Context: an optimization exercise on an open-source flow, tuned for small area, a short achievable clock period and few clock cycles per item. The choices shown serve that exercise and are no tape-out recipe.
At most, simulation tests tie the RTL to the original design; equivalence was not proved.
No activity file was given, so power comes from the tool's default toggle rates.

==> inputs of job 1404 <==
==> flow/design.v <==
module fpadder (output logic [31:0] sum, output logic ready,
                input logic [31:0] a, input logic clock, nreset);
    logic [1:0] state;
    always_ff @(posedge clock, negedge nreset)
        if (!nreset) state <= 2'b00;
        else         state <= {state[1] ^ state[0], state[1] | ~state[0]};
    assign ready = state[1] & state[0];
    logic load;
    assign load = state[1] & ~state[0];
    logic [31:0] n;
    always_ff @(posedge clock) n <= a;
    function automatic logic less(input logic [31:0] x, input logic [31:0] y);
        logic [31:0] g, p;
        g = ~x & y;
        p = ~x | y;
        for (int w = 1; w < 32; w = w * 2)
            for (int j = 0; j + w < 32; j += 2 * w) begin
                g[j + 2*w - 1] = g[j + 2*w - 1] | (p[j + 2*w - 1] & g[j + w - 1]);
                p[j + 2*w - 1] = p[j + 2*w - 1] & p[j + w - 1];
            end
        less = g[31];
    endfunction
    function automatic logic [4:0] lzc32(input logic [31:0] x);
        logic [15:0] z1, c1;
        logic [7:0]  z2;
        logic [7:0][1:0] c2;
        logic [3:0]  z3;
        logic [3:0][2:0] c3;
        logic [1:0]  z4;
        logic [1:0][3:0] c4;
        for (int i = 0; i < 16; i++) begin
            z1[i] = ~x[2*i+1] & ~x[2*i];
            c1[i] = ~x[2*i+1];
        end
        for (int i = 0; i < 8; i++) begin
            z2[i] = z1[2*i+1] & z1[2*i];
            c2[i] = z1[2*i+1] ? {1'b1, c1[2*i]} : {1'b0, c1[2*i+1]};
        end
        for (int i = 0; i < 4; i++) begin
            z3[i] = z2[2*i+1] & z2[2*i];
            c3[i] = z2[2*i+1] ? {1'b1, c2[2*i]} : {1'b0, c2[2*i+1]};
        end
        for (int i = 0; i < 2; i++) begin
            z4[i] = z3[2*i+1] & z3[2*i];
            c4[i] = z3[2*i+1] ? {1'b1, c3[2*i]} : {1'b0, c3[2*i+1]};
        end
        lzc32 = z4[1] ? {1'b1, c4[0]} : {1'b0, c4[1]};
    endfunction
    function automatic logic [24:0] add25(input logic [24:0] x, input logic [24:0] y, input logic ci);
        logic [25:0] g, p, h;
        g = {x & y, ci};
        p = {x | y, 1'b0};
        h = {x ^ y, 1'b0};
        for (int k = 0; k < 5; k++)
            for (int i = 0; i < 26; i++)
                if ((i >> k) & 1) begin
                    g[i] = g[i] | (p[i] & g[((i >> k) << k) - 1]);
                    p[i] = p[i] & p[((i >> k) << k) - 1];
                end
        add25 = h[25:1] ^ g[24:0];
    endfunction
    logic [7:0]  em, en;
    logic [22:0] fm, fn;
    logic        sm, sn;
    assign {sm, em, fm} = a;
    assign {sn, en, fn} = n;
    logic nan_m, nan_n, inf_m, inf_n, sg, ege, mbig, nan1, inf1, spec, sub;
    logic [8:0]  dmn;
    logic [7:0]  dnm, d;
    logic [23:0] bg, sml, shifted;
    logic [24:0] s1;
    logic        sign1;
    logic [7:0]  exp1;
    always_comb begin
        nan_m = (em == 8'hff) & (fm != 0);
        nan_n = (en == 8'hff) & (fn != 0);
        inf_m = (em == 8'hff) & (fm == 0);
        inf_n = (en == 8'hff) & (fn == 0);
        sg    = (sm == sn);
        nan1  = nan_m | nan_n;
        inf1  = ~nan1 & (inf_m | inf_n) & ~(inf_m & inf_n & ~sg);
        spec  = nan1 | inf1;
        sub   = ~sg & ~spec;
        dmn   = {1'b0, em} - {1'b0, en};
        dnm   = en - em;
        ege   = ~less({24'b0, em}, {24'b0, en});
        d     = ege ? dmn[7:0] : dnm;
        mbig  = ~less({1'b0, a[30:0]}, {1'b0, n[30:0]});
        bg    = spec ? 24'hffffff : mbig ? {1'b1, fm} : {1'b1, fn};
        sml   = mbig ? {1'b1, fn} : {1'b1, fm};
        shifted = ((d[7:5] != 0) | spec) ? 24'b0 : (sml >> d[4:0]);
        s1    = add25({1'b0, bg}, {1'b0, shifted} ^ {25{sub}}, sub | inf1);
        exp1  = nan1 ? 8'h00 : inf1 ? 8'hff : (ege ? em : en) + 8'd1;    
        sign1 = ~nan1 & (mbig ? sm : sn);
    end
    logic [24:0] s;
    logic [7:0]  e;      
    logic        sgn;
    always_ff @(posedge clock)
        if (load) begin
            s   <= s1;
            e   <= exp1;
            sgn <= sign1;
        end
    logic [4:0]  lz;
    logic [24:0] norm;
    logic [31:0] x0, x1, x2, x3, x4, x5;
    logic [7:0]  eo;
    logic        zero, ovf;
    always_comb begin
        lz   = lzc32({s, 7'b1000000});
        x0 = {s, 7'b0};
        x1 = lz[4] ? {x0[15:0], 16'b0} : x0;
        x2 = lz[3] ? {x1[23:0], 8'b0} : x1;
        x3 = lz[2] ? {x2[27:0], 4'b0} : x2;
        x4 = lz[1] ? {x3[29:0], 2'b0} : x3;
        x5 = lz[0] ? {x4[30:0], 1'b0} : x4;
        norm = x5[31:7];
        eo   = e - {3'b0, lz};
        zero = (s == 0) | (s[24] & (e == 8'h01) & (s[22:0] == 0));
        ovf  = s[24] & (e == 8'hff);
        if (ovf)             sum = {sgn, 8'hff, 23'h0};
        else if (zero)       sum = 32'h0;
        else                 sum = {sgn, eo, norm[23:1]};
    end
endmodule
==> flow/flow/run.sh <==
#!/bin/bash
# Standard ORFS flow (the standard.sh, run unchanged) with these changes
# to how the layout is made, passed as make variables:
#  - ADDER_MAP_FILE= : synthesis leaves adders as plain gates for ABC to map
#    (no extraction into ripple chains of full/half adder cells);
#  - SETUP_SLACK_MARGIN : repair_timing is asked to leave a setup margin, so
#    it shortens the critical path well below the clock period;
#  - BUFFER_PORTS_ARGS : the port buffers use a plain buffer cell instead of
#    the delay cell that buffer_ports picks by default.
# All tool output goes to standard.log and ORFS's own logs under orfs/logs.
set -uo pipefail
bash standard.sh SETUP_SLACK_MARGIN=12.25 "BUFFER_PORTS_ARGS=-buffer_cell sky130_fd_sc_hd__buf_1" ADDER_MAP_FILE= finish > standard.log 2>&1
==> flow/standard.sh <==
#!/bin/bash
# synth_recipe.tcl (not shown) runs the flow's synth.tcl, then flattens the netlist and writes it again
# the make line also repeats each setting of config.mk as NAME=value (left out here)
make -C /OpenROAD-flow-scripts/flow DESIGN_CONFIG=/design/flow/config.mk WORK_HOME=/design/flow/orfs CLKGATE_MAP_FILE= SYNTH_SCRIPT=/design/flow/synth_recipe.tcl "${@:-finish}"
==> flow/config.mk <==
export PLATFORM = sky130hd
export DESIGN_NAME = fpadder
export DESIGN_NICKNAME = fpadder
export VERILOG_FILES = /design/flow/design.v
export SDC_FILE = /design/flow/constraint.sdc
export NUM_CORES = 4
export LEC_CHECK = 0
export ABC_AREA = 1
export CAP_MARGIN = 20
export CORE_MARGIN = 2
export CORE_UTILIZATION = 50
export CTS_BUF_LIST = sky130_fd_sc_hd__clkbuf_8
export GPL_ROUTABILITY_DRIVEN = 0
export PLACE_DENSITY = 0.8
export SLEW_MARGIN = 20
export TNS_END_PERCENT = 0
==> flow/constraint.sdc <==
create_clock -name core_clock -period 20.0 [get_ports {clock}]
set_input_delay 4.0000 -clock core_clock [delete_from_list [all_inputs] [get_ports {clock}]]
set_output_delay 4.0000 -clock core_clock [all_outputs]
set_load 0.01 [all_outputs]
==> inputs of job 1294, as changes to job 1404 <==
==> flow/design.v (replaced) <==
module fpadder (output logic [31:0] sum, output logic ready,
                input logic [31:0] a, input logic clock, nreset);
    logic [1:0] state;
    always_ff @(posedge clock, negedge nreset)
        if (!nreset) state <= 2'b00;
        else         state <= {state[1] ^ state[0], state[1] | ~state[0]};
    assign ready = state[1] & state[0];
    logic load;
    assign load = state[1] & ~state[0];
    logic [31:0] n;
    always_ff @(posedge clock) n <= a;
    logic [7:0]  em, en;
    logic [22:0] fm, fn;
    logic        sm, sn;
    assign {sm, em, fm} = a;
    assign {sn, en, fn} = n;
    logic nan_m, nan_n, inf_m, inf_n, sg, ege, flip;
    logic [8:0]  dmn;
    logic [7:0]  dnm, d;
    logic [23:0] bg, sml, shifted;
    logic [24:0] s1;
    logic [25:0] sum26;
    logic        nan1, inf1, sign1;
    logic [7:0]  exp1;
    always_comb begin
        nan_m = (em == 8'hff) & (fm != 0);
        nan_n = (en == 8'hff) & (fn != 0);
        inf_m = (em == 8'hff) & (fm == 0);
        inf_n = (en == 8'hff) & (fn == 0);
        sg    = (sm == sn);
        dmn   = {1'b0, em} - {1'b0, en};
        dnm   = en - em;
        ege   = ~dmn[8];
        d     = ege ? dmn[7:0] : dnm;
        bg    = ege ? {1'b1, fm} : {1'b1, fn};
        sml   = ege ? {1'b1, fn} : {1'b1, fm};
        shifted = (d[7:5] != 0) ? 24'b0 : (sml >> d[4:0]);
        flip  = ~sg & (em == en) & (fm < fn);
        sum26 = {({1'b0, bg} ^ {25{flip}}), 1'b1} + {({1'b0, shifted} ^ {25{~sg & ~flip}}), ~sg};
        s1    = sum26[25:1];
        exp1  = ege ? em : en;
        sign1 = (ege & ~flip) ? sm : sn;
        nan1  = nan_m | nan_n;
        inf1  = (inf_m | inf_n) & ~(inf_m & inf_n & ~sg);
    end
    logic [24:0] s;
    logic [7:0]  e;
    logic        sgn, nan, inf;
    always_ff @(posedge clock)
        if (load) begin
            s   <= s1;
            e   <= exp1;
            sgn <= sign1;
            nan <= nan1;
            inf <= inf1;
        end
    logic [4:0]  lz;
    logic [24:0] norm;
    logic [31:0] x0, x1, x2, x3, x4, x5;
    logic [7:0]  eo;
    logic        zero, ovf;
    always_comb begin
        x0 = {s, 7'b0};
        lz[4] = (x0[31:16] == 0); x1 = lz[4] ? {x0[15:0], 16'b0} : x0;
        lz[3] = (x1[31:24] == 0); x2 = lz[3] ? {x1[23:0], 8'b0} : x1;
        lz[2] = (x2[31:28] == 0); x3 = lz[2] ? {x2[27:0], 4'b0} : x2;
        lz[1] = (x3[31:30] == 0); x4 = lz[1] ? {x3[29:0], 2'b0} : x3;
        lz[0] = (x4[31] == 0);    x5 = lz[0] ? {x4[30:0], 1'b0} : x4;
        norm = x5[31:7];
        eo   = e + 8'd1 - {3'b0, lz};
        zero = (s == 0) | (s[24] & (e == 8'h00) & (s[22:0] == 0));
        ovf  = s[24] & (e == 8'hfe);
        if (nan)             sum = 32'h7fffffff;
        else if (inf | ovf)  sum = {sgn, 8'hff, 23'h0};
        else if (zero)       sum = 32'h0;
        else                 sum = {sgn, eo, norm[23:1]};
    end
endmodule
==> flow/flow/run.sh (replaced) <==
#!/bin/bash
# Standard ORFS flow (the standard.sh) with two changes to how the layout
# is made: repair_timing is asked to leave a setup margin, so that it shortens
# the critical path well below the clock period, and the port buffers use a
# plain buffer cell instead of the delay cell buffer_ports picks by default.
set -uo pipefail
bash standard.sh SETUP_SLACK_MARGIN=10 "BUFFER_PORTS_ARGS=-buffer_cell sky130_fd_sc_hd__buf_2" finish > standard.log 2>&1
CORE_UTILIZATION = 40   (was 50)
CTS_BUF_LIST = default   (was sky130_fd_sc_hd__clkbuf_8)
GPL_ROUTABILITY_DRIVEN = default   (was 0)
PLACE_DENSITY = default   (was 0.8)
TNS_END_PERCENT = default   (was 0)
==> inputs of job 8883, as changes to job 1404 <==
CORE_UTILIZATION = 60   (was 50)
PLACE_DENSITY = 0.9   (was 0.8)
==> inputs of job 8168, as changes to job 1404 <==
--- a/flow/design.v
+++ b/flow/design.v
@@ -65,10 +65,10 @@
     assign {sm, em, fm} = a;
     assign {sn, en, fn} = n;
-    logic nan_m, nan_n, inf_m, inf_n, sg, ege, mbig, nan1, inf1, spec, sub;
+    logic nan_m, nan_n, inf_m, inf_n, sg, ege, flip;
     logic [8:0]  dmn;
     logic [7:0]  dnm, d;
     logic [23:0] bg, sml, shifted;
     logic [24:0] s1;
-    logic        sign1;
+    logic        nan1, inf1, sign1;
     logic [7:0]  exp1;
     always_comb begin
@@ -78,23 +78,21 @@
         inf_n = (en == 8'hff) & (fn == 0);
         sg    = (sm == sn);
-        nan1  = nan_m | nan_n;
-        inf1  = ~nan1 & (inf_m | inf_n) & ~(inf_m & inf_n & ~sg);
-        spec  = nan1 | inf1;
-        sub   = ~sg & ~spec;
         dmn   = {1'b0, em} - {1'b0, en};
         dnm   = en - em;
         ege   = ~less({24'b0, em}, {24'b0, en});
         d     = ege ? dmn[7:0] : dnm;
-        mbig  = ~less({1'b0, a[30:0]}, {1'b0, n[30:0]});
-        bg    = spec ? 24'hffffff : mbig ? {1'b1, fm} : {1'b1, fn};
-        sml   = mbig ? {1'b1, fn} : {1'b1, fm};
-        shifted = ((d[7:5] != 0) | spec) ? 24'b0 : (sml >> d[4:0]);
-        s1    = add25({1'b0, bg}, {1'b0, shifted} ^ {25{sub}}, sub | inf1);
-        exp1  = nan1 ? 8'h00 : inf1 ? 8'hff : (ege ? em : en) + 8'd1;    
-        sign1 = ~nan1 & (mbig ? sm : sn);
+        bg    = ege ? {1'b1, fm} : {1'b1, fn};
+        sml   = ege ? {1'b1, fn} : {1'b1, fm};
+        shifted = (d[7:5] != 0) ? 24'b0 : (sml >> d[4:0]);
+        flip  = ~sg & (em == en) & less({9'b0, fm}, {9'b0, fn});
+        s1    = add25({1'b0, bg} ^ {25{flip}}, {1'b0, shifted} ^ {25{~sg & ~flip}}, ~sg);
+        exp1  = ege ? em + 8'd1 : en + 8'd1;    
+        sign1 = (ege & ~flip) ? sm : sn;
+        nan1  = nan_m | nan_n;
+        inf1  = (inf_m | inf_n) & ~(inf_m & inf_n & ~sg);
     end
     logic [24:0] s;
     logic [7:0]  e;      
-    logic        sgn;
+    logic        sgn, nan, inf;
     always_ff @(posedge clock)
         if (load) begin
@@ -102,4 +100,6 @@
             e   <= exp1;
             sgn <= sign1;
+            nan <= nan1;
+            inf <= inf1;
         end
     logic [4:0]  lz;
@@ -120,5 +120,6 @@
         zero = (s == 0) | (s[24] & (e == 8'h01) & (s[22:0] == 0));
         ovf  = s[24] & (e == 8'hff);
-        if (ovf)             sum = {sgn, 8'hff, 23'h0};
+        if (nan)             sum = 32'h7fffffff;
+        else if (inf | ovf)  sum = {sgn, 8'hff, 23'h0};
         else if (zero)       sum = 32'h0;
         else                 sum = {sgn, eo, norm[23:1]};
--- a/flow/flow/run.sh
+++ b/flow/flow/run.sh
@@ -10,3 +10,3 @@
 # All tool output goes to standard.log and ORFS's own logs under orfs/logs.
 set -uo pipefail
-bash standard.sh SETUP_SLACK_MARGIN=12.25 "BUFFER_PORTS_ARGS=-buffer_cell sky130_fd_sc_hd__buf_1" ADDER_MAP_FILE= finish > standard.log 2>&1
+bash standard.sh SETUP_SLACK_MARGIN=12.5 "BUFFER_PORTS_ARGS=-buffer_cell sky130_fd_sc_hd__buf_2" ADDER_MAP_FILE= finish > standard.log 2>&1
CTS_BUF_LIST = default   (was sky130_fd_sc_hd__clkbuf_8)
GPL_ROUTABILITY_DRIVEN = default   (was 0)
PLACE_DENSITY = default   (was 0.8)
==> comparison table <==
|  | job 1404 | job 8883 | job 8168 | job 1294 |
|---|---|---|---|---|
| Core utilization of the finished layout | 56.50% | 67.59% | 58.52% | 43.83% |
| Drt total wl | 25.49 mm | 25.79 mm | 28.70 mm | 24.53 mm |
| Cell Pwr Density | 66.14 nW/um2 | 66.60 nW/um2 | 68.38 nW/um2 | 64.88 nW/um2 |
| Run status | complete, no violations | complete, no violations | complete, no violations | complete, no violations |
| Start of the worst register-to-register path | n[10] | n[8] | n[23] | n[23] |
| Multi-input gate area in the final layout | 6011 um2 | 6020 um2 | 6285 um2 | 6191 um2 |
| Part of the total power dissipated in the clock network | 16.9% | 17.8% | 24.1% | 26.7% |
| Max-slew headroom | 53.04% | 24.05% | 33.48% | 44.34% |
| Setup slack at placement | 11.32 ns | 11.26 ns | 10.62 ns | 9.584 ns |
| R2R Setup Slk | 15.76 ns | 15.62 ns | 16.05 ns | 14.09 ns |
| Synthesized area divided by synthesized cell count | 5.653 um2 | 5.653 um2 | 5.729 um2 | 6.451 um2 |
| Clock-pin slew on the worst setup and hold paths | 0.08 ns | 0.09 ns | 0.08 ns | 0.07 ns |
| Type of the worst setup path | reg -> out | reg -> out | reg -> out | in -> reg |
Testbench counts of job 1404, summed over its fixed seeds: cycles 9,600, items 3,200.
Testbench counts of job 1294, summed over its fixed seeds: cycles 9,600, items 3,200.
Testbench counts of job 8883, summed over its fixed seeds: cycles 9,600, items 3,200.
The RTL of job 8168 was laid out without a check of its function.

[what the ideal ports hide]
No port has a modelled driver above. Below, the same layouts with a new extraction and two added sets of constraints. Step 1 (the two cells are an assumption about what drives the block):
set clk [get_ports {clock}]
set_driving_cell -lib_cell sky130_fd_sc_hd__clkbuf_16 $clk
set_driving_cell -lib_cell sky130_fd_sc_hd__buf_2 [delete_from_list [all_inputs] $clk]
Step 2 moves the port delays by t, midway between the first and last clock arrival at a register: inputs arrive t later, outputs are due t later. That takes back most of the time a late clock gives input paths. Slacks: ideal ports / drivers / drivers and shift; pairs: ideal ports / drivers.
| run | t (ns) | setup slack, ns | worst register clock-pin slew, ns | cell pins on the clock port's net |
|---|---|---|---|---|
| job 1404 | 0.414 | 12.422 / 12.386 / 12.191 | 0.09 / 0.09 | 1 |
| job 1294 | 0.396 | 10.582 / 10.595 / 10.208 | 0.07 / 0.07 | 1 |
| job 8883 | 0.419 | 12.431 / 12.395 / 12.092 | 0.09 / 0.09 | 1 |
| job 8168 | 0.394 | 12.579 / 12.529 / 12.350 | 0.08 / 0.08 | 1 |
After both steps setup and hold are still met in every run listed. For job 1294, which loses most, drivers alone change the setup slack by +0.013 ns; drivers and shift together by -0.374 ns.
